This design comes from an exercise in tuning for a short achievable clock period and few clock cycles per item on the open sky130 flow, not from production work. The RTL was checked by simulation tests, not by an equivalence proof against the original design. No activity file was given, so power comes from the tool's default toggle rates.

## design.v

```verilog
module ACCUM (
  input             reset,        
  input             clk,          
  input             clear,        
  input             scan_in0,     
  input             scan_in1,     
  input             scan_in2,     
  input             scan_in3,     
  input             scan_in4,     
  input             scan_enable,  
  input             test_mode,    
  input      [15:0] W,
  output reg [15:0] S,
  output            scan_out0,    
  output            scan_out1,    
  output            scan_out2,    
  output            scan_out3,    
  output            scan_out4     
);
  always@(posedge clk, posedge reset)begin
    if(reset)
      S <= 0;
    else if(clear)
      S <= 0;
    else
      S <= W + S;
  end
endmodule  
module FMULT_PRE (
input  [15:0]	AnBn,
input  [10:0]	SRnDQn,
output		S,		 
output [4:0]	EXP,		 
output [5:0]	AMANT,		 
output [5:0]	BMANT		 
);
wire [12:0]	AnBnMAG;
reg  [3:0]	AnBnEXP;
assign S = AnBn[15] ^ SRnDQn[10];
assign AnBnMAG = (AnBn[15]) ? (15'h4000 - {2'b00, AnBn[15:2]}) : (AnBn[15:2]);
always @(*) begin
	casez (AnBnMAG)
		13'b1????????????: AnBnEXP = 4'hD;
		13'b01???????????: AnBnEXP = 4'hC;
		13'b001??????????: AnBnEXP = 4'hB;
		13'b0001?????????: AnBnEXP = 4'hA;
		13'b00001????????: AnBnEXP = 4'h9;
		13'b000001???????: AnBnEXP = 4'h8;
		13'b0000001??????: AnBnEXP = 4'h7;
		13'b00000001?????: AnBnEXP = 4'h6;
		13'b000000001????: AnBnEXP = 4'h5;
		13'b0000000001???: AnBnEXP = 4'h4;
		13'b00000000001??: AnBnEXP = 4'h3;
		13'b000000000001?: AnBnEXP = 4'h2;
		13'b0000000000001: AnBnEXP = 4'h1;
		default:           AnBnEXP = 4'h0;
	endcase
end
wire [18:0] norm = {AnBnMAG, 6'b000000} >> AnBnEXP;
assign EXP   = AnBnEXP + SRnDQn[9:6];
assign AMANT = (AnBnMAG != 13'd0) ? norm[5:0] : 6'h20;
assign BMANT = SRnDQn[5:0];
endmodule  
module FMULT_POST (
input		S,
input  [4:0]	EXP,
input  [5:0]	AMANT,
input  [5:0]	BMANT,
output [15:0]	WAnWBn
);
wire [11:0] MANT = AMANT * BMANT + 12'h030;
wire [14:0] MAG  = (EXP < 27) ? ({MANT[11:4], 7'b0000000} >> (26 - EXP)) : ({MANT[11:4], 7'b0000000} << (EXP - 26));
assign WAnWBn = (S) ? (17'h10000 - {2'b00, MAG}) : (MAG);
endmodule  
module FMULT_MUL (
input  [5:0]	AMANT,
input  [5:0]	BMANT,
output [7:0]	MANT		 
);
wire [11:0] P = AMANT * BMANT + 12'h030;
assign MANT = P[11:4];
endmodule  
module FMULT_SCL (
input		S,
input  [4:0]	EXP,
input  [7:0]	MANT,
output [15:0]	WAnWBn
);
wire [14:0] MAG = (EXP < 27) ? ({MANT, 7'b0000000} >> (26 - EXP)) : ({MANT, 7'b0000000} << (EXP - 26));
assign WAnWBn = (S) ? (17'h10000 - {2'b00, MAG}) : (MAG);
endmodule  
module FMULT (
input  [15:0]	AnBn,
input  [10:0]	SRnDQn,
output [15:0]	WAnWBn
);
wire		S;
wire [4:0]	EXP;
wire [5:0]	AMANT, BMANT;
FMULT_PRE  PRE  (.AnBn(AnBn), .SRnDQn(SRnDQn), .S(S), .EXP(EXP), .AMANT(AMANT), .BMANT(BMANT));
FMULT_POST POST (.S(S), .EXP(EXP), .AMANT(AMANT), .BMANT(BMANT), .WAnWBn(WAnWBn));
endmodule  
module FMULT_ACCUM (
           reset,
           clk,
           start,
           scan_in0,
           scan_in1,
           scan_in2,
           scan_in3,
           scan_in4,
           scan_enable,
           test_mode,
           scan_out0,
           scan_out1,
           scan_out2,
           scan_out3,
           scan_out4,
           b1,b2,b3,b4,b5,b6,a1,a2,
           dq1,dq2,dq3,dq4,dq5,dq6,sr1,sr2,
           se,sez,
           done
           );
input
    reset,                       
    start,
    clk;
input[15:0] b1,b2,b3,b4,b5,b6,a1,a2;              
input[10:0] dq1,dq2,dq3,dq4,dq5,dq6,sr1,sr2;      
input
    scan_in0,                    
    scan_in1,                    
    scan_in2,                    
    scan_in3,                    
    scan_in4,                    
    scan_enable,                 
    test_mode;                   
output
    scan_out0,                   
    scan_out1,                   
    scan_out2,                   
    scan_out3,                   
    scan_out4;                   
output
    done;
reg [15:0] f1;                 
reg [10:0] f2;
reg [3:0]  in_sel;
wire[15:0] S;
wire[15:0] W;
output reg[14:0] sez,se;
reg clear,done;
FMULT FMULT_INST0(
           .AnBn(f1),
           .SRnDQn(f2),
           .WAnWBn(W)
);
ACCUM ACCUM_INST0(
	   .reset(reset),
           .clk(clk),
           .clear(clear),
           .scan_in0(),
           .scan_in1(),
           .scan_in2(),
           .scan_in3(),
           .scan_in4(),
           .scan_enable(scan_enable),
           .test_mode(test_mode),
           .W(W),
           .S(S),
           .scan_out0(),
           .scan_out1(),
           .scan_out2(),
           .scan_out3(),
           .scan_out4()
);
always @(posedge reset, posedge clk)
begin
	if(reset)
	begin
		f1<=16'h0000;
		f2<=11'h000;
		in_sel <= 4'h0;
		clear<=1'b1;
		done<=1'b0;
		sez<=15'h0000;
		se <=15'h0000;
	end
	else begin
		if (start) begin
			case (in_sel)
				4'h0: begin
					f1<=16'h0000;
					f2<=11'h000;
					in_sel<= in_sel + 1'b1;
					clear<=1'b0;
					done<=1'b0;
					sez<=15'h0000;
					se <=15'h0000;
				end
				4'h1: begin
					f1 <= b1;
					f2 <= dq1;
					in_sel<= in_sel + 1'b1;
					clear<=1'b0;
					done<=1'b0;
					sez<=15'h0000;
					se <=15'h0000;
				end 
				4'h2: begin
					f1 <= b2;
					f2 <= dq2;
					in_sel<= in_sel + 1'b1;
					clear<=1'b0;
					done<=1'b0;
					sez<=15'h0000;
					se <=15'h0000;
				end
				4'h3: begin
					f1 <= b3;
					f2 <= dq3;
					in_sel<= in_sel + 1'b1;
					clear<=1'b0;
					done<=1'b0;
					sez<=15'h0000;
					se <=15'h0000;
				end
				4'h4: begin
					f1 <= b4;
					f2 <= dq4;
					in_sel<= in_sel + 1'b1;
					clear<=1'b0;
					done<=1'b0;
					sez<=15'h0000;
					se <=15'h0000;
				end
				4'h5: begin
					f1 <= b5;
					f2 <= dq5;
					in_sel<= in_sel + 1'b1;
					clear<=1'b0;
					done<=1'b0;
					sez<=15'h0000;
					se <=15'h0000;
				end
				4'h6: begin
					f1 <= b6;
					f2 <= dq6;
					in_sel<= in_sel + 1'b1;
					clear<=1'b0;
					done<=1'b0;
					sez<=15'h0000;
					se <=15'h0000;
				end
				4'h7: begin
					f1 <= a1;
					f2 <= sr1;
					sez <= 15'h0000;
					se <=15'h0000;
					in_sel<= in_sel + 1'b1;
					clear<=1'b0;
					done<=1'b0;
				end
				4'h8: begin
					f1 <= a2;
					f2 <= sr2;
					in_sel<= in_sel + 1'b1;
					clear<=1'b0;
					done<=1'b0;
					sez[14:0]<=S[15:1];
					se <=15'h0000;
				end
				4'h9: begin
					f1 <= 16'h0000;
					f2 <= 11'h000;
					in_sel<= in_sel + 1'b1;
					clear<=1'b0;
					done<=1'b0;
					sez<=sez;
					se <=15'h0000;
				end
				default: begin
					f1<=16'h0000;
					f2<=11'h000;
					se[14:0]<=S[15:1];
					sez<=sez;
					in_sel<=1'b0;
					clear<=1'b1;
					done<=1'b1;
				end
			endcase  
		end  
	end  
end  
endmodule
module ADDB (
           reset,
           clk,
           scan_in0,
           scan_in1,
           scan_in2,
           scan_in3,
           scan_in4,
           scan_enable,
           test_mode,
           scan_out0,
           scan_out1,
           scan_out2,
           scan_out3,
           scan_out4,
	   DQ,
	   SE,
	   SR
	   );
input
    reset,                       
    clk;                         
input
    scan_in0,                    
    scan_in1,                    
    scan_in2,                    
    scan_in3,                    
    scan_in4,                    
    scan_enable,                 
    test_mode;                   
output
    scan_out0,                   
    scan_out1,                   
    scan_out2,                   
    scan_out3,                   
    scan_out4;                   
input [15:0]
	DQ;
input [14:0]	
	SE;
output wire [15:0]
	SR;
wire
	DQS,
	SES;
wire [15:0] 
	DQI,
	SEI;
assign DQS	= DQ[15];									 
assign DQI	= (DQS == 1'b0)	?	DQ	:	(65536 - ({1'b0,DQ[14:0]}))	;	 
assign SES	= SE[14];									 
assign SEI	= (SES == 1'b0)	?	SE	:	(32768 + SE)	;			 
assign SR	= (DQI + SEI);									 
endmodule  
module ADDC (
           reset,
           clk,
           scan_in0,
           scan_in1,
           scan_in2,
           scan_in3,
           scan_in4,
           scan_enable,
           test_mode,
           scan_out0,
           scan_out1,
           scan_out2,
           scan_out3,
           scan_out4,
           DQ,
           SEZ,
           PK0,
           SIGPK           
       );
input
    reset,                       
    clk;                         
input
    scan_in0,                    
    scan_in1,                    
    scan_in2,                    
    scan_in3,                    
    scan_in4,                    
    scan_enable,                 
    test_mode;                   
output
    scan_out0,                   
    scan_out1,                   
    scan_out2,                   
    scan_out3,                   
    scan_out4;                   
input [15:0]
	DQ;
input [14:0]
	SEZ;
output wire
	PK0,
	SIGPK;
wire
	DQS,
	SEZS;
wire [15:0] 
	DQI,
	DQSEZ,
	SEZI;
assign	DQS	=	DQ[15];							 
assign	DQI	=	(DQS == 0)?	DQ	:	(65536 - (DQ & 32767));	 
assign	SEZS	=	SEZ[14];						 
assign	SEZI	=	(SEZS == 0)?	SEZ	:	((32768) + SEZ);	 
assign	DQSEZ	=	(DQI + SEZI);						 
assign	PK0	=	DQSEZ[15]; 						 
assign	SIGPK	=	(DQSEZ == 0);						 
endmodule  
module FLOATA (
           reset,
           clk,
           scan_in0,
           scan_in1,
           scan_in2,
           scan_in3,
           scan_in4,
           scan_enable,
           test_mode,
           scan_out0,
           scan_out1,
           scan_out2,
           scan_out3,
           scan_out4,
	   DQ,
	   DQ0
       );
input
    reset,                       
    clk;                         
input
    scan_in0,                    
    scan_in1,                    
    scan_in2,                    
    scan_in3,                    
    scan_in4,                    
    scan_enable,                 
    test_mode;                   
output
    scan_out0,                   
    scan_out1,                   
    scan_out2,                   
    scan_out3,                   
    scan_out4;                   
input [15:0] 
	DQ;
output wire [10:0] 
	DQ0;
wire
	DQS;
wire [14:0]
	MAG;
reg [3:0]
	EXP;
wire [5:0]
	MANT;
assign	DQS = DQ[15];
assign	MAG = (DQ & 32767);
always@ (MAG) begin
	casez (MAG)	
		15'b1??????????????:
			begin
				EXP <= 15;
			end
		15'b01?????????????:
			begin
				EXP <= 14;
			end
		15'b001????????????:
			begin
				EXP <= 13;
			end
		15'b0001???????????:
			begin
				EXP <= 12;
			end
		15'b00001??????????:
			begin
				EXP <= 11;
			end
		15'b000001?????????:
			begin
				EXP <= 10;
			end
		15'b0000001????????:
			begin
				EXP <= 9;
			end
		15'b00000001???????:
			begin
				EXP <= 8;
			end
		15'b000000001??????:
			begin
				EXP <= 7;
			end
		15'b0000000001?????:
			begin
				EXP <= 6;
			end
		15'b00000000001????:
			begin
				EXP <= 5;
			end
		15'b000000000001???:
			begin
				EXP <= 4;
			end
		15'b0000000000001??:
			begin
				EXP <= 3;
			end
		15'b00000000000001?:
			begin
				EXP <= 2;
			end
		15'b000000000000001:
			begin
				EXP <= 1;
			end
		default:
			begin
				EXP <= 0;
			end
	endcase
end
assign MANT = (MAG == 0)?32:(({MAG,6'b000000})>>EXP);
assign	DQ0 = ({DQS,EXP,MANT});
endmodule  
module FLOATB (
           reset,
           clk,
           scan_in0,
           scan_in1,
           scan_in2,
           scan_in3,
           scan_in4,
           scan_enable,
           test_mode,
           scan_out0,
           scan_out1,
           scan_out2,
           scan_out3,
           scan_out4,
	   SR,
	   SR0
       );
input
    reset,                       
    clk;                         
input
    scan_in0,                    
    scan_in1,                    
    scan_in2,                    
    scan_in3,                    
    scan_in4,                    
    scan_enable,                 
    test_mode;                   
output
    scan_out0,                   
    scan_out1,                   
    scan_out2,                   
    scan_out3,                   
    scan_out4;                   
input [15:0] 
	SR;
output wire [10:0] 
	SR0;
wire 
	SRS;
wire [14:0]
	MAG;
reg [3:0]
	EXP;
wire [5:0]
	MANT;
assign SRS = SR[15];
assign MAG = (SRS == 0)?SR:((65536-SR) & 32767);
always@ (MAG) begin
	casez (MAG)	
		15'b1??????????????:
			begin
				EXP <= 15;
			end
		15'b01?????????????:
			begin
				EXP <= 14;
			end
		15'b001????????????:
			begin
				EXP <= 13;
			end
		15'b0001???????????:
			begin
				EXP <= 12;
			end
		15'b00001??????????:
			begin
				EXP <= 11;
			end
		15'b000001?????????:
			begin
				EXP <= 10;
			end
		15'b0000001????????:
			begin
				EXP <= 9;
			end
		15'b00000001???????:
			begin
				EXP <= 8;
			end
		15'b000000001??????:
			begin
				EXP <= 7;
			end
		15'b0000000001?????:
			begin
				EXP <= 6;
			end
		15'b00000000001????:
			begin
				EXP <= 5;
			end
		15'b000000000001???:
			begin
				EXP <= 4;
			end
		15'b0000000000001??:
			begin
				EXP <= 3;
			end
		15'b00000000000001?:
			begin
				EXP <= 2;
			end
		15'b000000000000001:
			begin
				EXP <= 1;
			end
		default:
			begin
				EXP <= 0;
			end
	endcase
end
assign MANT = (MAG == 0)?32:({MAG,6'b000000}>>EXP);
assign SR0 = ({SRS,EXP,MANT});
endmodule  
module UPA1 (
	input     reset,
	input     clk,
	input     scan_in0,
	input     scan_in1,
	input     scan_in2,
	input     scan_in3,
	input     scan_in4,
	input     scan_enable,
	input     test_mode,
	output    scan_out0,
	output    scan_out1,
	output    scan_out2,
	output    scan_out3,
	output    scan_out4,
	input     PK0,
	input     PK1,
	input     [15:0]A1,
	input     SIGPK,
	output    [15:0]A1T
);
   reg           [15:0] UGA1;
   wire          PKS,A1S;
   wire          [15:0] ULA1;
   wire          [15:0] UA1;
assign PKS = PK0^PK1;
always @(*) begin
	if ( (!PKS) && (!SIGPK))
		UGA1<= 192;
	else if ( (PKS) && (!SIGPK))
		UGA1<= 65344;
	else 
		UGA1<=0;
end
assign A1S=A1[15];
assign ULA1= A1S ? (65536-({8'h00, A1[15:8]} + 65280)) : (65536-{8'h00, A1[15:8]});
assign UA1=(UGA1+ULA1);
assign A1T=(A1+UA1);
endmodule  
module UPA2 (
input               reset,          
input               clk,            
input               test_mode,      
input               scan_enable,    
input               scan_in0,      
input               scan_in1,       
input               scan_in2,      
input               scan_in3,      
input               scan_in4,       
output              scan_out0,      
output              scan_out1,      
output              scan_out2,      
output              scan_out3,      
output              scan_out4,      
input          PK0,            
input          PK1,            
input          PK2,           
input [15:0]   A1,                
input [15:0]   A2,                
input          SIGPK,            
output [15:0]  A2T                
       );
wire        PKS1;
wire        PKS2;
wire [16:0] UGA2A;
wire        A1S;
reg  [16:0] FA1;
wire [16:0] FA;
wire [16:0] UGA2B;
wire        UGA2S;
wire [15:0] UGA2;
wire        A2S;
wire [15:0] ULA2;
wire [15:0] UA2;
wire [15:0] a;
assign PKS1 = PK0 ^ PK1;
assign PKS2 = PK0 ^ PK2; 
assign UGA2A = PKS2 ? 114688 : 16384;
assign A1S = A1[15];  
always @(*) begin
	if (!A1S)
		FA1 <= (A1<=8191)?{A1[14:0], 2'b00}:(32764);
	else
		FA1 <= (A1>=57345)? {A1[14:0], 2'b00}: (98308);
end 
assign FA= PKS1 ? FA1 : (131072-FA1);
assign UGA2B =(UGA2A+FA);
assign UGA2S =UGA2B[16];
assign a = UGA2S ? {6'b000000, UGA2B[16:7]}+64512 : {6'b000000, UGA2B[16:7]} ;
assign UGA2 = SIGPK ? 0 : a ;         
assign A2S=A2[15]; 
assign ULA2= A2S ? (65536-({7'b0000000,A2[15:7]}+65024)) : (65536-{7'b0000000,A2[15:7]});
assign UA2 =(UGA2+ULA2);
assign A2T = (A2 + UA2);
endmodule  
module UPA2_UGA2 (
input          PK0,
input          PK1,
input          PK2,
input [15:0]   A1,
input          SIGPK,
output [15:0]  UGA2
       );
wire        PKS1 = PK0 ^ PK1;
wire        PKS2 = PK0 ^ PK2;
wire [16:0] UGA2A = PKS2 ? 114688 : 16384;
reg  [16:0] FA1;
wire [16:0] FA;
wire [16:0] UGA2B;
wire [15:0] a;
always @(*) begin
	if (!A1[15])
		FA1 = (A1<=8191)?{A1[14:0], 2'b00}:(32764);
	else
		FA1 = (A1>=57345)? {A1[14:0], 2'b00}: (98308);
end
assign FA    = PKS1 ? FA1 : (131072-FA1);
assign UGA2B = (UGA2A+FA);
assign a     = UGA2B[16] ? {6'b000000, UGA2B[16:7]}+64512 : {6'b000000, UGA2B[16:7]} ;
assign UGA2  = SIGPK ? 0 : a ;
endmodule  
module UPA2_ULA2 (
input [15:0]   A2,
output [15:0]  ULA2
       );
assign ULA2 = A2[15] ? (65536-({7'b0000000,A2[15:7]}+65024)) : (65536-{7'b0000000,A2[15:7]});
endmodule  
module UPB (
input			reset,
input			clk,
input	[1:0]		rate_in,
input			Un,
input [15:0]	DQn,
input [15:0]	Bn,
input			scan_in0,
input			scan_in1,
input			scan_in2,
input			scan_in3,
input			scan_in4,
input			scan_enable,
input			test_mode,
output		scan_out0,
output		scan_out1,
output		scan_out2,
output		scan_out3,
output		scan_out4,
output reg [15:0] BnP
	);
wire [15:0] DQnMAG;	 
wire 		BnS;		 
wire [15:0] UBn;
reg [15:0] UGBn;		 
reg [15:0] ULBn;		 
assign DQnMAG = {1'b0, DQn[14:0]};	 
assign BnS = Bn[15];	 
always @(*) begin
	if (DQnMAG == 16'h0000) begin
		UGBn <= 16'h0000;		 
	end else if (Un) begin
		UGBn <= 16'hFF80;		 
	end else begin
		UGBn <= 16'h0080;		 
	end
end
always @(*) begin
	if (rate_in == 2'b00) begin
		if (BnS) begin
			ULBn <= 17'h10000 - ({9'h1FF, Bn[15:9]});
		end else begin
			ULBn <= 17'h10000 - ({9'h000, Bn[15:9]});
		end
	end else begin
		if (BnS) begin
			ULBn <= 17'h10000 - ({8'hFF, Bn[15:8]});
		end else begin
			ULBn <= 17'h10000 - ({8'h00, Bn[15:8]});
		end
	end
end
assign UBn = UGBn + ULBn;
always @(*) begin
	BnP <= Bn + UBn;
end
endmodule  
module LIMC (
           reset,
           clk,
           scan_in0,
           scan_in1,
           scan_in2,
           scan_in3,
           scan_in4,
           scan_enable,
           test_mode,
           scan_out0,
           scan_out1,
           scan_out2,
           scan_out3,
           scan_out4,
           A2T,
           A2P
       );
input
    reset,                       
    clk;                         
input
    scan_in0,                    
    scan_in1,                    
    scan_in2,                    
    scan_in3,                    
    scan_in4,                    
    scan_enable,                 
    test_mode;                   
output
    scan_out0,                   
    scan_out1,                   
    scan_out2,                   
    scan_out3,                   
    scan_out4;                   
input [15:0] A2T;
output reg [15:0] A2P;
 reg [15:0] A2UL;
 reg [15:0] A2LL;
always@(A2T)begin
                A2UL  = 16'h3000;                     
                A2LL  = 16'hD000;                     
		if ((16'h8000 <= A2T) && (A2T <= A2LL)) begin        
                A2P = A2LL;
                end
                else if ((A2UL <= A2T) && (A2T <= 16'h7FFF)) begin        
                A2P = A2UL;
                end 
                else begin
                A2P = A2T;
                end
end
endmodule                
module LIMD (
           reset,
           clk,
           scan_in0,
           scan_in1,
           scan_in2,
           scan_in3,
           scan_in4,
           scan_enable,
           test_mode,
           scan_out0,
           scan_out1,
           scan_out2,
           scan_out3,
           scan_out4,
           A1T,
           A2P,
           A1P
       );
input
    reset,                       
    clk;                         
input
    scan_in0,                    
    scan_in1,                    
    scan_in2,                    
    scan_in3,                    
    scan_in4,                    
    scan_enable,                 
    test_mode;                   
output
    scan_out0,                   
    scan_out1,                   
    scan_out2,                   
    scan_out3,                   
    scan_out4;                   
input [15:0]
	A1T;
input [15:0]
	A2P;
output reg [15:0]
       A1P;
 reg [15:0] A1UL;
 reg [15:0] A1LL;
 reg [15:0] OME;
always @(A1T,A2P)begin
                OME   = 16'd15360;
                A1UL  = (OME + 65536 - A2P);                     
                A1LL  = (A2P + 65536 - OME); 
                if ( 32768 <= A1T && A1T <= A1LL) begin        
                A1P = A1LL;
                end 
                else if ( A1UL <= A1T && A1T <= 32767) begin        
                A1P = A1UL;
                end 
                else begin
                A1P = A1T;
                end
end 
endmodule  
module TRIGB (
           reset,
           clk,
           scan_in0,
           scan_in1,
           scan_in2,
           scan_in3,
           scan_in4,
           scan_enable,
           test_mode,
           scan_out0,
           scan_out1,
           scan_out2,
           scan_out3,
           scan_out4,
           TR,
           AnP,
           AnR
       );
input
    reset,                       
    clk;                         
input
    scan_in0,                    
    scan_in1,                    
    scan_in2,                    
    scan_in3,                    
    scan_in4,                    
    scan_enable,                 
    test_mode,                   
    TR;
input [15:0] AnP;
output
    scan_out0,                   
    scan_out1,                   
    scan_out2,                   
    scan_out3,                   
    scan_out4;                   
output [15:0] AnR;
reg [15:0] AnR;
always @ (AnP, TR) begin
	if ( TR == 0) begin
		AnR = AnP;                    
	end else begin
		AnR = 0;                      
	end
end
endmodule  
module XOR (
           reset,
           clk,
           scan_in0,
           scan_in1,
           scan_in2,
           scan_in3,
           scan_in4,
           scan_enable,
           test_mode,
           scan_out0,
           scan_out1,
           scan_out2,
           scan_out3,
           scan_out4,
           DQn,
           DQ,
           Un
       );
input
    reset,                       
    clk;                         
input
    scan_in0,                    
    scan_in1,                    
    scan_in2,                    
    scan_in3,                    
    scan_in4,                    
    scan_enable,                 
    test_mode;                   
input [15:0] DQ;
input [10:0] DQn;
output
    scan_out0,                   
    scan_out1,                   
    scan_out2,                   
    scan_out3,                   
    scan_out4,                   
    Un;
reg DQS;
reg DQnS;
reg Un;
always @ (DQn, DQ) begin
	DQS = DQ [15];        
	DQnS = DQn [10];      
	Un = DQS ^ DQnS;      
end
endmodule  
module DELAY #(
  parameter SIZE   = 16,   
  parameter RSTVAL = 0     
)(
  input                 reset,        
  input                 clk,          
  input                 en,           
  input  [SIZE-1:0]     X,            
  output reg [SIZE-1:0] Y,            
  output [SIZE-1:0]     T             
);
  localparam [SIZE-1:0] RV = RSTVAL;
  reg [31*SIZE-1:0] R;  
  assign T = R[30*SIZE +: SIZE];
  always@(posedge clk, posedge reset) begin
    if(reset) begin  
      Y <= RV;
      R <= {31{RV}};
    end
    else if(en) begin  
      Y <= R[30*SIZE +: SIZE];
      R <= {R[0 +: 30*SIZE], X};
    end
  end
endmodule
module APRSC (
	input             reset,       
	input             clk,         
	input      [31:0] i_wb_adr,    
	input      [3:0]  i_wb_sel,    
	input             i_wb_we,     
	output reg [31:0] o_wb_dat,    
	input      [31:0] i_wb_dat,    
	input             i_wb_cyc,    
	input             i_wb_stb,    
	output            o_wb_ack,    
	output            o_wb_err     
);
localparam APRSC_TR   = 16'h0000;
localparam APRSC_DQ   = 16'h0004;
localparam APRSC_REQ  = 16'h0008;
localparam APRSC_RATE = 16'h000C;
localparam APRSC_A2P  = 16'h0010;
localparam APRSC_SE   = 16'h0014;
localparam APRSC_ACK  = 16'h0018;
localparam APRSC_SR   = 16'h001C;
wire wb_req   = i_wb_stb & i_wb_cyc;
wire wb_write = wb_req & i_wb_we;
wire wb_read  = wb_req & ~i_wb_we;
wire rd_reg = (i_wb_adr[15:5] == 11'h000) & i_wb_adr[4] & (i_wb_adr[1:0] == 2'b00);
reg  rd_other;
assign o_wb_err = 1'b0;
assign o_wb_ack = wb_req & (i_wb_we | rd_reg | rd_other);
reg         shift;                        
wire        pk1, pk2, pk1n, pk2n;
wire [10:0] sr1, sr2, sr1n, sr2n;
wire [10:0] dq1, dq2, dq3, dq4, dq5, dq6;
wire [10:0] dq1n, dq2n, dq3n, dq4n, dq5n, dq6n;
wire [15:0] a1, a2, a1n, a2n;
wire [15:0] b1, b2, b3, b4, b5, b6;
wire [15:0] b1n, b2n, b3n, b4n, b5n, b6n;
reg         u_pk0;
reg  [10:0] u_sr0, u_dq0;
reg  [15:0] u_a1r, u_a2r;
reg  [15:0] u_b1r, u_b2r, u_b3r, u_b4r, u_b5r, u_b6r;
DELAY #(.SIZE(1),  .RSTVAL(0))  DELAY_PK0 (.reset(reset), .clk(clk), .en(shift), .X(u_pk0), .Y(pk1), .T(pk1n));
DELAY #(.SIZE(1),  .RSTVAL(0))  DELAY_PK1 (.reset(reset), .clk(clk), .en(shift), .X(pk1),   .Y(pk2), .T(pk2n));
DELAY #(.SIZE(11), .RSTVAL(32)) DELAY_SR0 (.reset(reset), .clk(clk), .en(shift), .X(u_sr0), .Y(sr1), .T(sr1n));
DELAY #(.SIZE(11), .RSTVAL(32)) DELAY_SR1 (.reset(reset), .clk(clk), .en(shift), .X(sr1),   .Y(sr2), .T(sr2n));
DELAY #(.SIZE(11), .RSTVAL(32)) DELAY_DQ0 (.reset(reset), .clk(clk), .en(shift), .X(u_dq0), .Y(dq1), .T(dq1n));
DELAY #(.SIZE(11), .RSTVAL(32)) DELAY_DQ1 (.reset(reset), .clk(clk), .en(shift), .X(dq1),   .Y(dq2), .T(dq2n));
DELAY #(.SIZE(11), .RSTVAL(32)) DELAY_DQ2 (.reset(reset), .clk(clk), .en(shift), .X(dq2),   .Y(dq3), .T(dq3n));
DELAY #(.SIZE(11), .RSTVAL(32)) DELAY_DQ3 (.reset(reset), .clk(clk), .en(shift), .X(dq3),   .Y(dq4), .T(dq4n));
DELAY #(.SIZE(11), .RSTVAL(32)) DELAY_DQ4 (.reset(reset), .clk(clk), .en(shift), .X(dq4),   .Y(dq5), .T(dq5n));
DELAY #(.SIZE(11), .RSTVAL(32)) DELAY_DQ5 (.reset(reset), .clk(clk), .en(shift), .X(dq5),   .Y(dq6), .T(dq6n));
DELAY #(.SIZE(16), .RSTVAL(0))  DELAY_A1R (.reset(reset), .clk(clk), .en(shift), .X(u_a1r), .Y(a1),  .T(a1n));
DELAY #(.SIZE(16), .RSTVAL(0))  DELAY_A2R (.reset(reset), .clk(clk), .en(shift), .X(u_a2r), .Y(a2),  .T(a2n));
DELAY #(.SIZE(16), .RSTVAL(0))  DELAY_B1R (.reset(reset), .clk(clk), .en(shift), .X(u_b1r), .Y(b1),  .T(b1n));
DELAY #(.SIZE(16), .RSTVAL(0))  DELAY_B2R (.reset(reset), .clk(clk), .en(shift), .X(u_b2r), .Y(b2),  .T(b2n));
DELAY #(.SIZE(16), .RSTVAL(0))  DELAY_B3R (.reset(reset), .clk(clk), .en(shift), .X(u_b3r), .Y(b3),  .T(b3n));
DELAY #(.SIZE(16), .RSTVAL(0))  DELAY_B4R (.reset(reset), .clk(clk), .en(shift), .X(u_b4r), .Y(b4),  .T(b4n));
DELAY #(.SIZE(16), .RSTVAL(0))  DELAY_B5R (.reset(reset), .clk(clk), .en(shift), .X(u_b5r), .Y(b5),  .T(b5n));
DELAY #(.SIZE(16), .RSTVAL(0))  DELAY_B6R (.reset(reset), .clk(clk), .en(shift), .X(u_b6r), .Y(b6),  .T(b6n));
wire [7:0]  m_s;
wire [39:0] m_exp;
wire [47:0] m_am, m_bm;
reg  [7:0]  p1_s;
reg  [39:0] p1_exp;
reg  [47:0] p1_am, p1_bm;
FMULT_PRE PRE1 (.AnBn(b1n), .SRnDQn(dq1n), .S(m_s[0]), .EXP(m_exp[ 0 +: 5]), .AMANT(m_am[ 0 +: 6]), .BMANT(m_bm[ 0 +: 6]));
FMULT_PRE PRE2 (.AnBn(b2n), .SRnDQn(dq2n), .S(m_s[1]), .EXP(m_exp[ 5 +: 5]), .AMANT(m_am[ 6 +: 6]), .BMANT(m_bm[ 6 +: 6]));
FMULT_PRE PRE3 (.AnBn(b3n), .SRnDQn(dq3n), .S(m_s[2]), .EXP(m_exp[10 +: 5]), .AMANT(m_am[12 +: 6]), .BMANT(m_bm[12 +: 6]));
FMULT_PRE PRE4 (.AnBn(b4n), .SRnDQn(dq4n), .S(m_s[3]), .EXP(m_exp[15 +: 5]), .AMANT(m_am[18 +: 6]), .BMANT(m_bm[18 +: 6]));
FMULT_PRE PRE5 (.AnBn(b5n), .SRnDQn(dq5n), .S(m_s[4]), .EXP(m_exp[20 +: 5]), .AMANT(m_am[24 +: 6]), .BMANT(m_bm[24 +: 6]));
FMULT_PRE PRE6 (.AnBn(b6n), .SRnDQn(dq6n), .S(m_s[5]), .EXP(m_exp[25 +: 5]), .AMANT(m_am[30 +: 6]), .BMANT(m_bm[30 +: 6]));
FMULT_PRE PRE7 (.AnBn(a1n), .SRnDQn(sr1n), .S(m_s[6]), .EXP(m_exp[30 +: 5]), .AMANT(m_am[36 +: 6]), .BMANT(m_bm[36 +: 6]));
FMULT_PRE PRE8 (.AnBn(a2n), .SRnDQn(sr2n), .S(m_s[7]), .EXP(m_exp[35 +: 5]), .AMANT(m_am[42 +: 6]), .BMANT(m_bm[42 +: 6]));
wire [15:0] uga2_c0, uga2_c1, ula2;
wire [15:0] a1t_c0, a1t_c1, a1t_cz;
reg  [15:0] p1_uga2_c0, p1_uga2_c1, p1_ula2, p1_a2;
reg  [15:0] p1_a1t_c0, p1_a1t_c1, p1_a1t_cz;
UPA2_UGA2 UGA2_C0 (.SIGPK(1'b0), .PK0(1'b0), .PK1(pk1n), .PK2(pk2n), .A1(a1n), .UGA2(uga2_c0));
UPA2_UGA2 UGA2_C1 (.SIGPK(1'b0), .PK0(1'b1), .PK1(pk1n), .PK2(pk2n), .A1(a1n), .UGA2(uga2_c1));
UPA2_ULA2 ULA2_N  (.A2(a2n), .ULA2(ula2));
UPA1 UPA1_C0 (.reset(reset), .clk(clk), .test_mode(1'b0), .SIGPK(1'b0), .PK0(1'b0), .PK1(pk1n), .A1(a1n), .A1T(a1t_c0));
UPA1 UPA1_C1 (.reset(reset), .clk(clk), .test_mode(1'b0), .SIGPK(1'b0), .PK0(1'b1), .PK1(pk1n), .A1(a1n), .A1T(a1t_c1));
UPA1 UPA1_CZ (.reset(reset), .clk(clk), .test_mode(1'b0), .SIGPK(1'b1), .PK0(1'b0), .PK1(pk1n), .A1(a1n), .A1T(a1t_cz));
always @(posedge clk or posedge reset) begin
	if (reset) begin
		p1_s       <= 8'h00;
		p1_exp     <= 40'h0;
		p1_am      <= 48'h0;
		p1_bm      <= 48'h0;
		p1_uga2_c0 <= 16'h0000;
		p1_uga2_c1 <= 16'h0000;
		p1_ula2    <= 16'h0000;
		p1_a2      <= 16'h0000;
		p1_a1t_c0  <= 16'h0000;
		p1_a1t_c1  <= 16'h0000;
		p1_a1t_cz  <= 16'h0000;
	end else begin
		p1_s       <= m_s;
		p1_exp     <= m_exp;
		p1_am      <= m_am;
		p1_bm      <= m_bm;
		p1_uga2_c0 <= uga2_c0;
		p1_uga2_c1 <= uga2_c1;
		p1_ula2    <= ula2;
		p1_a2      <= a2n;
		p1_a1t_c0  <= a1t_c0;
		p1_a1t_c1  <= a1t_c1;
		p1_a1t_cz  <= a1t_cz;
	end
end
wire [63:0] m_mant;
reg  [7:0]  p2_s;
reg  [39:0] p2_exp;
reg  [63:0] p2_mant;
genvar gi;
generate
	for (gi = 0; gi < 8; gi = gi + 1) begin : g_mul
		FMULT_MUL MUL (.AMANT(p1_am[6*gi +: 6]), .BMANT(p1_bm[6*gi +: 6]), .MANT(m_mant[8*gi +: 8]));
	end
endgenerate
wire [15:0] a2t_c0 = p1_a2 + p1_uga2_c0 + p1_ula2;
wire [15:0] a2t_c1 = p1_a2 + p1_uga2_c1 + p1_ula2;
wire [15:0] a2t_cz = p1_a2 + p1_ula2;
wire [15:0] a2p_c0, a2p_c1, a2p_cz;
reg  [15:0] p2_a2p_c0, p2_a2p_c1, p2_a2p_cz;
reg  [15:0] p2_a1t_c0, p2_a1t_c1, p2_a1t_cz;
LIMC LIMC_C0 (.reset(reset), .clk(clk), .test_mode(1'b0), .A2T(a2t_c0), .A2P(a2p_c0));
LIMC LIMC_C1 (.reset(reset), .clk(clk), .test_mode(1'b0), .A2T(a2t_c1), .A2P(a2p_c1));
LIMC LIMC_CZ (.reset(reset), .clk(clk), .test_mode(1'b0), .A2T(a2t_cz), .A2P(a2p_cz));
always @(posedge clk or posedge reset) begin
	if (reset) begin
		p2_s      <= 8'h00;
		p2_exp    <= 40'h0;
		p2_mant   <= 64'h0;
		p2_a2p_c0 <= 16'h0000;
		p2_a2p_c1 <= 16'h0000;
		p2_a2p_cz <= 16'h0000;
		p2_a1t_c0 <= 16'h0000;
		p2_a1t_c1 <= 16'h0000;
		p2_a1t_cz <= 16'h0000;
	end else begin
		p2_s      <= p1_s;
		p2_exp    <= p1_exp;
		p2_mant   <= m_mant;
		p2_a2p_c0 <= a2p_c0;
		p2_a2p_c1 <= a2p_c1;
		p2_a2p_cz <= a2p_cz;
		p2_a1t_c0 <= p1_a1t_c0;
		p2_a1t_c1 <= p1_a1t_c1;
		p2_a1t_cz <= p1_a1t_cz;
	end
end
wire [127:0] w;
wire [15:0]  a1p_c0, a1p_c1, a1p_cz;
reg  [127:0] p3_w;
reg  [15:0]  p3_a2p_c0, p3_a2p_c1, p3_a2p_cz;
reg  [15:0]  p3_a1p_c0, p3_a1p_c1, p3_a1p_cz;
generate
	for (gi = 0; gi < 8; gi = gi + 1) begin : g_scl
		FMULT_SCL SCL (.S(p2_s[gi]), .EXP(p2_exp[5*gi +: 5]), .MANT(p2_mant[8*gi +: 8]), .WAnWBn(w[16*gi +: 16]));
	end
endgenerate
LIMD LIMD_C0 (.reset(reset), .clk(clk), .test_mode(1'b0), .A1T(p2_a1t_c0), .A2P(p2_a2p_c0), .A1P(a1p_c0));
LIMD LIMD_C1 (.reset(reset), .clk(clk), .test_mode(1'b0), .A1T(p2_a1t_c1), .A2P(p2_a2p_c1), .A1P(a1p_c1));
LIMD LIMD_CZ (.reset(reset), .clk(clk), .test_mode(1'b0), .A1T(p2_a1t_cz), .A2P(p2_a2p_cz), .A1P(a1p_cz));
always @(posedge clk or posedge reset) begin
	if (reset) begin
		p3_w      <= 128'h0;
		p3_a2p_c0 <= 16'h0000;
		p3_a2p_c1 <= 16'h0000;
		p3_a2p_cz <= 16'h0000;
		p3_a1p_c0 <= 16'h0000;
		p3_a1p_c1 <= 16'h0000;
		p3_a1p_cz <= 16'h0000;
	end else begin
		p3_w      <= w;
		p3_a2p_c0 <= p2_a2p_c0;
		p3_a2p_c1 <= p2_a2p_c1;
		p3_a2p_cz <= p2_a2p_cz;
		p3_a1p_c0 <= a1p_c0;
		p3_a1p_c1 <= a1p_c1;
		p3_a1p_cz <= a1p_cz;
	end
end
reg  [15:0] p4_s12, p4_s34, p4_s56, p4_s78;
reg  [15:0] p5_sum_z, p5_sum_a;
always @(posedge clk or posedge reset) begin
	if (reset) begin
		p4_s12   <= 16'h0000;
		p4_s34   <= 16'h0000;
		p4_s56   <= 16'h0000;
		p4_s78   <= 16'h0000;
		p5_sum_z <= 16'h0000;
		p5_sum_a <= 16'h0000;
	end else begin
		p4_s12   <= p3_w[0 +: 16]  + p3_w[16 +: 16];
		p4_s34   <= p3_w[32 +: 16] + p3_w[48 +: 16];
		p4_s56   <= p3_w[64 +: 16] + p3_w[80 +: 16];
		p4_s78   <= p3_w[96 +: 16] + p3_w[112 +: 16];
		p5_sum_z <= p4_s12 + p4_s34 + p4_s56;
		p5_sum_a <= (p4_s12 + p4_s34) + (p4_s56 + p4_s78);
	end
end
reg [14:0] se, sez;
reg [15:0] a2p_c0_q, a2p_c1_q, a2p_cz_q;
reg [15:0] a1p_c0_q, a1p_c1_q, a1p_cz_q;
always @(posedge clk or posedge reset) begin
	if (reset) begin
		se       <= 15'h0000;
		sez      <= 15'h0000;
		a2p_c0_q <= 16'h0080;
		a2p_c1_q <= 16'hFF80;
		a2p_cz_q <= 16'h0000;
		a1p_c0_q <= 16'h00C0;
		a1p_c1_q <= 16'hFF40;
		a1p_cz_q <= 16'h0000;
	end else if (shift) begin
		se       <= p5_sum_a[15:1];
		sez      <= p5_sum_z[15:1];
		a2p_c0_q <= p3_a2p_c0;
		a2p_c1_q <= p3_a2p_c1;
		a2p_cz_q <= p3_a2p_cz;
		a1p_c0_q <= p3_a1p_c0;
		a1p_c1_q <= p3_a1p_c1;
		a1p_cz_q <= p3_a1p_cz;
	end
end
reg [15:0] dq;
reg        tr;
reg [1:0]  rate_in;
reg        ack;         
reg [15:0] sr_q;        
reg        pk0_q, sigpk_q;
reg [15:0] a2p_q;       
wire [15:0] sr_w;
wire        pk0_w, sigpk_w;
ADDB ADDB_INST0 (.reset(reset), .clk(clk), .test_mode(1'b0), .DQ(i_wb_dat[15:0]), .SE(se), .SR(sr_w));
ADDC ADDC_INST0 (.reset(reset), .clk(clk), .test_mode(1'b0), .DQ(i_wb_dat[15:0]), .SEZ(sez), .PK0(pk0_w), .SIGPK(sigpk_w));
wire [15:0] a2p_w = sigpk_w ? a2p_cz_q : (pk0_w ? a2p_c1_q : a2p_c0_q);
wire wr_tr   = wb_write & (i_wb_adr[15:0] == APRSC_TR);
wire wr_dq   = wb_write & (i_wb_adr[15:0] == APRSC_DQ);
wire wr_req  = wb_write & (i_wb_adr[15:0] == APRSC_REQ);
wire wr_rate = wb_write & (i_wb_adr[15:0] == APRSC_RATE);
wire rd_a2p  = wb_read  & (i_wb_adr[15:0] == APRSC_A2P);
always @(posedge clk or posedge reset) begin
	if (reset) begin
		dq      <= 16'h0000;
		tr      <= 1'b0;
		rate_in <= 2'b00;
		ack     <= 1'b0;
		sr_q    <= 16'h0000;
		pk0_q   <= 1'b0;
		sigpk_q <= 1'b1;
		a2p_q   <= 16'h0000;
		shift   <= 1'b0;
		rd_other <= 1'b0;
	end else begin
		if (wr_tr)   tr      <= i_wb_dat[0];
		if (wr_rate) rate_in <= i_wb_dat[1:0];
		if (wr_dq) begin
			dq      <= i_wb_dat[15:0];
			sr_q    <= sr_w;
			pk0_q   <= pk0_w;
			sigpk_q <= sigpk_w;
			a2p_q   <= a2p_w;
		end
		if (wr_req & i_wb_dat[0]) ack <= 1'b1;
		else if (shift)           ack <= 1'b0;
		shift <= rd_a2p;
		rd_other <= wb_read & ~rd_reg & ~rd_other;
	end
end
wire [15:0] b1p, b2p, b3p, b4p, b5p, b6p;
wire [15:0] b1r, b2r, b3r, b4r, b5r, b6r;
wire        u1, u2, u3, u4, u5, u6;
wire [10:0] dq0, sr0;
wire [15:0] a1p = sigpk_q ? a1p_cz_q : (pk0_q ? a1p_c1_q : a1p_c0_q);
FLOATA FLOATA_INST0 (.reset(reset), .clk(clk), .test_mode(1'b0), .DQ(dq), .DQ0(dq0));
FLOATB FLOATB_INST0 (.reset(reset), .clk(clk), .test_mode(1'b0), .SR(sr_q), .SR0(sr0));
XOR XOR_INST0 (.reset(reset), .clk(clk), .test_mode(1'b0), .DQn(dq1), .DQ(dq), .Un(u1));
XOR XOR_INST1 (.reset(reset), .clk(clk), .test_mode(1'b0), .DQn(dq2), .DQ(dq), .Un(u2));
XOR XOR_INST2 (.reset(reset), .clk(clk), .test_mode(1'b0), .DQn(dq3), .DQ(dq), .Un(u3));
XOR XOR_INST3 (.reset(reset), .clk(clk), .test_mode(1'b0), .DQn(dq4), .DQ(dq), .Un(u4));
XOR XOR_INST4 (.reset(reset), .clk(clk), .test_mode(1'b0), .DQn(dq5), .DQ(dq), .Un(u5));
XOR XOR_INST5 (.reset(reset), .clk(clk), .test_mode(1'b0), .DQn(dq6), .DQ(dq), .Un(u6));
UPB UPB_INST0 (.reset(reset), .clk(clk), .test_mode(1'b0), .DQn(dq), .Un(u1), .rate_in(rate_in), .Bn(b1), .BnP(b1p));
UPB UPB_INST1 (.reset(reset), .clk(clk), .test_mode(1'b0), .DQn(dq), .Un(u2), .rate_in(rate_in), .Bn(b2), .BnP(b2p));
UPB UPB_INST2 (.reset(reset), .clk(clk), .test_mode(1'b0), .DQn(dq), .Un(u3), .rate_in(rate_in), .Bn(b3), .BnP(b3p));
UPB UPB_INST3 (.reset(reset), .clk(clk), .test_mode(1'b0), .DQn(dq), .Un(u4), .rate_in(rate_in), .Bn(b4), .BnP(b4p));
UPB UPB_INST4 (.reset(reset), .clk(clk), .test_mode(1'b0), .DQn(dq), .Un(u5), .rate_in(rate_in), .Bn(b5), .BnP(b5p));
UPB UPB_INST5 (.reset(reset), .clk(clk), .test_mode(1'b0), .DQn(dq), .Un(u6), .rate_in(rate_in), .Bn(b6), .BnP(b6p));
TRIGB TRIGB_B1P (.reset(reset), .clk(clk), .test_mode(1'b0), .AnP(b1p), .TR(tr), .AnR(b1r));
TRIGB TRIGB_B2P (.reset(reset), .clk(clk), .test_mode(1'b0), .AnP(b2p), .TR(tr), .AnR(b2r));
TRIGB TRIGB_B3P (.reset(reset), .clk(clk), .test_mode(1'b0), .AnP(b3p), .TR(tr), .AnR(b3r));
TRIGB TRIGB_B4P (.reset(reset), .clk(clk), .test_mode(1'b0), .AnP(b4p), .TR(tr), .AnR(b4r));
TRIGB TRIGB_B5P (.reset(reset), .clk(clk), .test_mode(1'b0), .AnP(b5p), .TR(tr), .AnR(b5r));
TRIGB TRIGB_B6P (.reset(reset), .clk(clk), .test_mode(1'b0), .AnP(b6p), .TR(tr), .AnR(b6r));
always @(posedge clk or posedge reset) begin
	if (reset) begin
		u_pk0 <= 1'b0;
		u_sr0 <= 11'd32;
		u_dq0 <= 11'd32;
		u_a1r <= 16'h0000;
		u_a2r <= 16'h0000;
		u_b1r <= 16'h0000;
		u_b2r <= 16'h0000;
		u_b3r <= 16'h0000;
		u_b4r <= 16'h0000;
		u_b5r <= 16'h0000;
		u_b6r <= 16'h0000;
	end else begin
		u_pk0 <= pk0_q;
		u_sr0 <= sr0;
		u_dq0 <= dq0;
		u_a1r <= tr ? 16'h0000 : a1p;
		u_a2r <= tr ? 16'h0000 : a2p_q;
		u_b1r <= b1r;
		u_b2r <= b2r;
		u_b3r <= b3r;
		u_b4r <= b4r;
		u_b5r <= b5r;
		u_b6r <= b6r;
	end
end
wire [31:0] rd_a2p_d = rd_other ? 32'hdead_beef : {16'h0000, a2p_q};
wire [31:0] rd_se_d  = rd_other ? 32'hdead_beef : {17'h00000, se};
wire [31:0] rd_ack_d = rd_other ? 32'hdead_beef : {31'h0000_0000, ack};
wire [31:0] rd_sr_d  = rd_other ? 32'hdead_beef : {16'h0000, sr_q};
always @(*) begin
	case (i_wb_adr[3:2])
		2'b00:		o_wb_dat = rd_a2p_d;    
		2'b01:		o_wb_dat = rd_se_d;     
		2'b10:		o_wb_dat = rd_ack_d;    
		default:	o_wb_dat = rd_sr_d;     
	endcase
end
endmodule  
```

## standard.sh

```bash
#!/bin/bash
# synth_recipe.tcl (not shown) runs the flow's synth.tcl, then flattens the netlist and writes it again
# the make line also repeats each setting of config.mk as NAME=value (left out here)
make -C /OpenROAD-flow-scripts/flow DESIGN_CONFIG=/design/flow/config.mk WORK_HOME=/design/flow/orfs CLKGATE_MAP_FILE= SYNTH_SCRIPT=/design/flow/synth_recipe.tcl "${@:-finish}"
```

## flow/run.sh

```bash
#!/bin/bash
# Standard layout, with plain buffers (not delay cells) on the ports and
# resizing not limited to the same cell footprint, so that the port-to-port
# read path can be sped up.
set -euo pipefail
bash standard.sh \
  MATCH_CELL_FOOTPRINT=0 \
  "BUFFER_PORTS_ARGS=-buffer_cell sky130_fd_sc_hd__buf_4" \
  SETUP_SLACK_MARGIN=6.5 \
  ABC_CLOCK_PERIOD_IN_PS=4000 \
  TNS_END_PERCENT=100 \
  finish > standard_flow.log 2>&1
```

## config.mk

```make
export PLATFORM = sky130hd
export DESIGN_NAME = APRSC
export DESIGN_NICKNAME = APRSC
export VERILOG_FILES = /design/flow/design.v
export SDC_FILE = /design/flow/constraint.sdc
export NUM_CORES = 4
export LEC_CHECK = 0
export CAP_MARGIN = 20
export CORE_MARGIN = 2
export CORE_UTILIZATION = 40
export SLEW_MARGIN = 20
```

## constraint.sdc

```tcl
create_clock -name core_clock -period 11.5 [get_ports {clk}]
set_input_delay 2.3000 -clock core_clock [delete_from_list [all_inputs] [get_ports {clk}]]
set_output_delay 2.3000 -clock core_clock [all_outputs]
set_load 0.01 [all_outputs]
```

==> flow_summary_export.csv, run 1 <==
group,metric,value,unit
outcome,outcome,"timing/DRC/antenna clean",
global_routing,use_met1,20.74,%
sta,fmax,0.1769,GHz
global_routing,grt_busiest_layer,"met2",
synth,synthFlopType,"dfrtp_1",
drt,drc,0,
global_routing,grt_pass1_wl,1011000,um
cells_and_area,fin_cells,35570,
worst_setup_path,cp_max_fo,2,
worst_setup_path,critPathRequiredTime,9.20,ns
drt,drt_iter0_drc,10180,
cells_and_area,drive_gt1_share,37.69,%
floorplanning,die_y,922.8,um
cts,h-tree-depth,6,
worst_setup_path,rr_worst_depth,13,
cts,clock-sinks,8001,
power_and_ir_drop,ir_worst_vdd,0.1563,mV
global_routing,gr-total-overflow,0,
worst_setup_path,startpoint,"i_wb_adr[8]",
cts,path_clk_slew,0.06,ns
synth,ys_seq_area_share,59.40,%
power_and_ir_drop,powerDensity,147.0,mW/mm2
sta,tns,0,ns
worst_setup_path,startpoint_type,"input pin",
sta,worstMarginPinSlew,1.127,ns
worst_setup_path,arrival,3.35,ns
floorplanning,rows,337,
worst_setup_path,timing.rr.start,"DELAY_B5R.R[482]",
cts,holdBufCountCts,0,
sta,hold_violations,0,
worst_setup_path,path_depth,7,
floorplanning,core-area,0.8416,mm2
synth,synthesis.area,0.3376,mm2
floorplanning,dieWidth,922.8,um
floorplanning,ios,107,
worst_setup_path,crit_path_end,"o_wb_ack",
cells_and_area,final_cell_mix,"7718 x dfrtp_1, 7041 x mux2_2, 827 x clkbuf_16",
sta,layout_setup_ws,5.846,ns
drt,via_per_inst,5.003,
sta,min_period_over_period,49.17,%
floorplanning,die_area,0.8515,mm2
worst_setup_path,r2r_setup_slack,6.73,ns
synth,yosys_warnings,14,
sta,finalMaxSlewViolations,0,
drt,ant_nets,0,
placement,gp_congestion,0.8158,
synth,avgSynthCellArea,14.30,um2
global_routing,grt_max_degree,206,
cells_and_area,fill_cells,74730,
drt,routedWlPerCell,17.20,um
worst_setup_path,path_delay_family,"simple AND/OR/NAND/NOR gates",
synth,synth_seq_cells,8001,
global_routing,antenna_found_initial,43,
worst_setup_path,worst_path_max_delay_cell,"nor4_2",
synth,ys_async_sr_fraction,100.0,%
placement,place_hpwl,399200,um
synth,ys_types,121,
hold_path,worstHoldPathType,"flip-flop to flip-flop",
global_routing,met3_usage,1.826,%
placement,dp.cells,34000,
global_routing,globalRouteTotalUtil,14.22,%
worst_setup_path,r2r-end,"p1_exp[24]",
power_and_ir_drop,power_leakage,189.5,nW
cts,cts_max_path_buffers,4,
worst_setup_path,crit_type,"input pin to primary output",
synth,netlist_instances,23610,
worst_setup_path,critical-path-max-stage-delay,0.28,ns
sta,setup_viol,0,
cells_and_area,final_nets,24780,
sta,finalCriticalPeriod,5.654,ns
cts,cts_tree,"yes",
cells_and_area,layout_commonest_cell,"dfrtp_1",
cts,cts_buffers,815,
worst_setup_path,end_kind,"primary output",
sta,clock_skew,0.09308,ns
drt,postRouteWirelength,611700,um
sta,maxSlewHeadroom,24.84,%
global_routing,grt_use_met2,22.68,%
cts,root_buffer,"clkbuf_16",
cts,clk_latency,1.19,ns
worst_setup_path,path_buf_inv,2,
drt,firstDrtPassIters,6,
run,maxCapViolCount,0,
worst_setup_path,crit_chain,"buf_6, nor4_2, nand4_1, nor2_2, nor3_2, nor2_1, buf_4",
synth,synth-edff-count,0,
cells_and_area,syn_to_final_growth,12.38,%
sta,rsz0062_at_grt,"true",
global_routing,first_global_vias,184400,
floorplanning,start_util,40.12,%
placement,dp_slack,4.688,ns
placement,io_buffers,64,
drt,vias,178000,
synthesized netlist by cell type, types with 48 or more instances:
library cell	instances	area (um2)
dfrtp_1	7723	193300
and3_1	52	325.3
mux2_2	7057	79470
xnor2_1	476	4169
ha_1	751	9397
nand3_1	213	1066
fa_1	287	5746
or3_1	74	462.9
nand2b_1	73	456.7
o211ai_1	56	420.4
a211oi_1	59	442.9
o22ai_1	48	300.3
nor2_1	595	2233
o21a_1	59	442.9
o21ai_0	578	2893
nor2b_1	140	875.8
dfstp_2	278	7305
a21o_1	101	758.2
a31oi_1	80	500.5
o21bai_1	59	442.9
nor3_1	215	1076
inv_1	775	2909
or2_2	55	344.1
xor2_1	236	2067
and2_1	201	1257
o31ai_1	83	623.1
nand2_1	803	3014
clkbuf_1	1008	3784
mux2i_1	255	2552
nand4_1	71	444.2
a21oi_1	425	2127
cell families after synthesis:
family	Yosys count	share of synthesized area (%)
compound gates	1973	3.782
xor+xnor	712	1.847
fa+ha+maj	1038	4.485
buf+inv	1872	2.124
flops	8001	59.40
mux	7351	24.54
other cells	2	0.002224
simple gates	2659	3.816
power by group:
part,internal [mW],total [mW],switching [mW],leakage [nW]
clock,15.8,26.9,11.2,13.5
sequential,28.2,28.2,0.00152,110
combinational,0.0887,0.673,0.585,65.5
registers in the layout, indices dropped and copies added (netlist names), 31 cells and up:
name / cells
p3_w: 128
DELAY_PK1.R: 31
DELAY_SR0.R: 341
p1_am: 48
DELAY_DQ1.R: 341
DELAY_B3R.R: 496
p2_mant: 64
DELAY_DQ0.R: 341
DELAY_B1R.R: 496
DELAY_DQ3.R: 341
p1_bm: 48
DELAY_B2R.R: 496
DELAY_B5R.R: 496
p1_exp: 40
DELAY_B6R.R: 496
DELAY_DQ2.R: 341
DELAY_DQ4.R: 341
DELAY_B4R.R: 496
DELAY_DQ5.R: 341
DELAY_A2R.R: 496
DELAY_SR1.R: 341
DELAY_A1R.R: 496
p2_exp: 40
DELAY_PK0.R: 31
cell type report:
class / count / area [um2] / area share, %
clock buffer: 1205 / 23660 / 6.235
sequential: 8001 / 200600 / 52.86
inverter: 782 / 2948 / 0.7769
clock inverter: 298 / 4140 / 1.091
multi-input combinational: 13740 / 130500 / 34.40
antenna: 23 / 57.56 / 0.01517
timing repair buffer: 331 / 3536 / 0.9319
tap: 11190 / 14000 / 3.689
repair_timing:
item	in CTS	in global routing
pin swaps	22	24
gates resized for setup	94	88
setup buffers	12	27
setup endpoints to repair	85	127
gates cloned	4	2
stage by stage:
| step | utilization [%] | instance area [um2] | total power, mW | hold slack [ns] |
|---|---|---|---|---|
| 2_1_floorplan | - | 337700 | 29.59 | 0.3312 |
| 3_3_place_gp | 41.63 | 350400 | 29.36 | 0.3320 |
| 3_5_place_dp | 41.63 | 350400 | 29.38 | 0.3347 |
| 4_1_cts | 45.00 | 378700 | 56.76 | 0.2926 |
| 5_1_grt | 45.08 | 379400 | 58.01 | 0.3084 |
| 6_report | 45.08 | 379400 | 55.77 | 0.2927 |
per-layer routing:
| layer | vias up | share of wire, % |
|---|---|---|
| li1 | 83450 | - |
| met1 | 91580 | 48 |
| met2 | 1996 | 46 |
| met3 | 943 | 3.2 |
| met4 | 0 | 2.4 |
| met5 | - | 0 |
worst min-delay path by stage:
| stage | startpoint | slack [ns] | to | depth (start not counted) |
|---|---|---|---|---|
| finish | p1_s[6] | 0.29 | p2_s[6] | 0 |
| global route | p1_s[6] | 0.31 | p2_s[6] | 0 |
| floorplan | p1_a1t_c0[10] | 0.33 | p2_a1t_c0[10] | 0 |
| detailed placement | p1_a1t_c1[11] | 0.33 | p2_a1t_c1[11] | 0 |
| CTS | p1_a1t_cz[13] | 0.29 | p2_a1t_cz[13] | 0 |
| global placement | p1_s[1] | 0.33 | p2_s[1] | 0 |
Testbench counts, summed over its fixed seeds: cycles 36,864, samples 4,096.
==> run 2: changes to the inputs <==
--- a/design.v
+++ b/design.v
@@ -1388,14 +1388,32 @@
 	end
 end
-wire [31:0] rd_a2p_d = rd_other ? 32'hdead_beef : {16'h0000, a2p_q};
-wire [31:0] rd_se_d  = rd_other ? 32'hdead_beef : {17'h00000, se};
-wire [31:0] rd_ack_d = rd_other ? 32'hdead_beef : {31'h0000_0000, ack};
-wire [31:0] rd_sr_d  = rd_other ? 32'hdead_beef : {16'h0000, sr_q};
+wire        rd_other_nx = wb_read & ~rd_reg & ~rd_other;
+wire [15:0] a2p_nx = wr_dq ? a2p_w : a2p_q;
+wire [15:0] sr_nx  = wr_dq ? sr_w : sr_q;
+wire [14:0] se_nx  = shift ? p5_sum_a[15:1] : se;
+wire        ack_nx = (wr_req & i_wb_dat[0]) | (ack & ~shift);
+reg  [15:0] rdq_hi, rdq_a2p, rdq_se, rdq_ack, rdq_sr;
+always @(posedge clk or posedge reset) begin
+	if (reset) begin
+		rdq_hi  <= 16'h0000;
+		rdq_a2p <= 16'h0000;
+		rdq_se  <= 16'h0000;
+		rdq_ack <= 16'h0000;
+		rdq_sr  <= 16'h0000;
+	end else begin
+		rdq_hi  <= rd_other_nx ? 16'hdead : 16'h0000;
+		rdq_a2p <= rd_other_nx ? 16'hbeef : a2p_nx;
+		rdq_se  <= rd_other_nx ? 16'hbeef : {1'b0, se_nx};
+		rdq_ack <= rd_other_nx ? 16'hbeef : {15'h0000, ack_nx};
+		rdq_sr  <= rd_other_nx ? 16'hbeef : sr_nx;
+	end
+end
 always @(*) begin
+	o_wb_dat[31:16] = rdq_hi;
 	case (i_wb_adr[3:2])
-		2'b00:		o_wb_dat = rd_a2p_d;    
-		2'b01:		o_wb_dat = rd_se_d;     
-		2'b10:		o_wb_dat = rd_ack_d;    
-		default:	o_wb_dat = rd_sr_d;     
+		2'b00:		o_wb_dat[15:0] = rdq_a2p;    
+		2'b01:		o_wb_dat[15:0] = rdq_se;     
+		2'b10:		o_wb_dat[15:0] = rdq_ack;    
+		default:	o_wb_dat[15:0] = rdq_sr;     
 	endcase
 end
==> run 2 against run 1 <==
Effect of this change:
- core utilization rose by 0.23 points
- via count rose by 2.6%
- cell count rose by 1.4%
- global-route usage rose by 0.79 points
- largest power group unchanged
- maximum frequency rose by 0.57%
- wire length rose by 7.1%
- highest routed layer is now met5
- die area rose by 1.1%
- worst hold slack improved by 0.020 ns
- final area rose by 1.7%
- register-to-register slack got worse by 0.17 ns
- non-clock buffer count rose by 33
- critical endpoint unchanged
- largest cell class unchanged
==> flow_summary_export.csv, run 2 <==
group,metric,value,unit
outcome,outcome,"timing/DRC/antenna clean",
synth,synth_seq_cells,8049,
synth,synth_top_area_share,56.97,%
cts,root_buffer,"clkbuf_16",
sta,fmax,0.1779,GHz
cts,cts_buffers,833,
cells_and_area,fin_util,45.31,%
floorplanning,start_util,40.10,%
synth,synthTopCellsByArea,"dfrtp_1 57%, mux2_2 23%, ha_1 2.8%",
floorplanning,rows,339,
drt,vias,182600,
worst_setup_path,end_kind,"primary output",
synth,post-synth-top-count-cell,"dfrtp_1",
synth,ys_types,124,
placement,place_hpwl,433000,um
drt,firstDrtPassIters,7,
power_and_ir_drop,power_leakage,192.0,nW
cts,cts_tree,"yes",
placement,place_area,0.3541,mm2
synth,yosys_warnings,14,
cts,path_clk_slew,0.06,ns
cts,holdBufCountCts,0,
sta,hold-worst-slack,0.3131,ns
worst_setup_path,path_buf_inv,2,
drt,routedWlPerCell,18.16,um
placement,dp.cells,34410,
cells_and_area,fin_cells,36080,
worst_setup_path,crit_type,"input pin to primary output",
global_routing,first_global_vias,188700,
floorplanning,die_y,927.8,um
cells_and_area,syn_to_final_growth,13.00,%
synth,netlist_instances,23990,
sta,min_period_over_period,48.88,%
sta,rsz0062_at_grt,"true",
worst_setup_path,worst_path_max_delay_cell,"nor4_4",
floorplanning,dieWidth,927.8,um
synth,ys_async_sr_fraction,100.0,%
cells_and_area,final_cell_area,0.3857,mm2
floorplanning,core-area,0.8513,mm2
worst_setup_path,cp_max_fo,2,
synth,ys_seq_area_share,59.11,%
drt,postRouteWirelength,655000,um
sta,worstMarginPinSlew,1.199,ns
synth,yosys.area.top_type,"dfrtp_1",
sta,finalMaxSlewViolations,0,
global_routing,antenna_found_initial,51,
sta,setup_viol,0,
placement,gp_congestion,0.8391,
worst_setup_path,path_delay_family,"simple AND/OR/NAND/NOR gates",
worst_setup_path,crit_chain,"buf_6, nor4_4, nand4_1, nor2_2, nor3_2, nor2_1, buf_4",
placement,io_buffers,64,
power_and_ir_drop,ir_worst_vdd,0.1808,mV
global_routing,grt_max_degree,206,
power_and_ir_drop,powerDensity,148.1,mW/mm2
cts,clk_latency,1.17,ns
cts,clock-sinks,8049,
synth,synthTopCellsByCount,"7771 x dfrtp_1, 7026 x mux2_2, 1021 x clkbuf_1",
global_routing,gr-total-overflow,0,
hold_path,worstHoldPathType,"flip-flop to flip-flop",
floorplanning,ios,107,
sta,finalCriticalPeriod,5.622,ns
sta,maxSlewHeadroom,19.60,%
cells_and_area,layout_commonest_cell,"dfrtp_1",
sta,tns,0,ns
worst_setup_path,arrival,3.32,ns
worst_setup_path,startpoint_type,"input pin",
cells_and_area,final_cell_mix,"7765 x dfrtp_1, 7026 x mux2_2, 844 x clkbuf_16",
sta,clock_skew,0.1291,ns
global_routing,globalRouteTotalUtil,15.01,%
synth,synthesis.area,0.3414,mm2
run,maxCapViolCount,0,
cells_and_area,final_nets,25190,
cts,cts_max_path_buffers,4,
floorplanning,die_area,0.8608,mm2
drt,via_per_inst,5.062,
global_routing,grt_pass1_wl,1067000,um
drt,drt_iter0_drc,10960,
synth,avgSynthCellArea,14.23,um2
synth,synthFlopType,"dfrtp_1",
worst_setup_path,critical-path-max-stage-delay,0.26,ns
synth,synth-edff-count,0,
drt,ant_nets,0,
drt,drc,0,
sta,hold_violations,0,
worst_setup_path,critPathRequiredTime,9.20,ns
cts,h-tree-depth,6,
cells_and_area,drive_gt1_share,37.98,%
[run 2: changes by cell type in the layout (fill, tap and decap cells not counted), sizes merged, moves of 35 or more]
cell and change:
nand2 +40, mux2i -39, nor2 -59, o211ai +42
and3 +35, dfrtp +48, clkinv +42
[run 2: through the flow]
| stage | setup slack, ns | total power, mW |
|---|---|---|
| 5_1_grt | 5.803 | 59.39 |
| 3_5_place_dp | 3.846 | 29.59 |
| 3_3_place_gp | 3.844 | 29.57 |
| 6_report | 5.878 | 57.11 |
| 2_1_floorplan | -102.95 | 29.78 |
| 4_1_cts | 5.900 | 58.10 |
[run 2: area by class of cell]
class                   count  area, um2
flip-flops and latches   8049     201800
clock buffers            1211      24330
repair buffers            364       4129
diodes                     22      55.05
well taps               11250      14080
inverters                 789       2977
clock inverters           345       5110
fillers                 75360     465600
multi-input cells       14050     133300
[run 2: per-layer routing]
metal | track usage [%] | vias up | routed length (um) | part of all wire (%)
li1 | - | 85270 | - | -
met5 | 0 | - | 12 | 0.0018
met1 | 22.35 | 93980 | 320600 | 49
met4 | 3.654 | 2 | 16450 | 2.5
met3 | 1.830 | 990 | 21930 | 3.3
met2 | 23.49 | 2386 | 296100 | 45
[run 2: logic make-up (layout without fill, tap and decap cells)]
kind of cell,after synthesis,count (layout),share of synthesized area (%)
compound gates,2146,2146,4.149
xor+xnor,702,702,1.803
fa+ha+maj,1038,1038,4.431
buf+inv,1909,2709,2.159
flops,8049,8049,59.11
mux,7302,7302,24.20
other cells,2,31,0.002200
simple gates,2842,2848,4.147
[run 2: worst paths after layout]
check,from,endpoint,slack (ns),depth (start not counted)
max in group asynchronous,reset,a2p_c0_q[13],7.40,5
setup / recovery,i_wb_adr[1],o_wb_ack,5.88,7
setup reg to reg,DELAY_A2R.R[482],p1_am[42],6.56,11
hold reg to reg,p1_s[2],p2_s[2],0.31,0
hold / removal,p1_s[2],p2_s[2],0.31,0
min in group asynchronous,reset,DELAY_B1R.R[83],1.88,3
[run 2: repair_timing]
item / CTS / global route
hold endpoints to repair: 0 / 0
resized for setup: 110 / 209
cloned: 9 / 10
buffers inserted: 39 / 30
pin swaps: 33 / 52
endpoints found under the setup margin: 102 / 150
[run 2: power by group]
| group | internal, mW | switching, mW | leakage (nW) |
|---|---|---|---|
| logic | 0.103 | 0.609 | 66.7 |
| registers | 28.3 | 0.00425 | 111 |
| clock network | 16.5 | 11.6 | 14.3 |
| total | 44.9 | 12.2 | 192 |
[run 2: worst reg2reg max path: stages (launching register included)]
cell	delay, ns
dfrtp_1	0.46
inv_1	0.19
ha_1	0.25
or4b_1	0.55
o21ai_0	0.24
xor2_1	0.49
o21ai_0	0.22
o211a_1	0.30
nor2_2	0.51
mux2i_1	0.36
mux2i_1	0.15
a211oi_1	1.00
Testbench counts of run 2, summed over its fixed seeds: cycles 36,864, samples 4,096.

[separate check: timing with driven ports]
The results above use ideal ports. As a check the final layouts listed here were re-extracted and re-timed, cells and wires unchanged.
Step 1, drivers: a clkbuf_16 drives clk and a buf_2 each remaining input, both assumed.
Step 2 adds t to the input delays and takes it off the output delays; t is the mean of the earliest and latest rising clock arrival at the registers after step 1. Input paths then give back, and output paths get back, about the clock's delay inside the block.
Three values: ideal, step 1, step 2; two values: the first two.
run | t (ns) | setup WS [ns] | worst hold slack (ns) | cell pins on the clock port's net
run 1 | 1.281 | 5.846 / 5.789 / 4.961 | 0.293 / 0.293 / 0.293 | 1
run 2 | 1.252 | 5.878 / 5.705 / 4.997 | 0.313 / 0.313 / 0.313 | 1
After both steps every run listed still meets setup and hold. For run 1, which loses most, drivers alone change the setup slack by -0.057 ns; drivers and shift together by -0.885 ns.
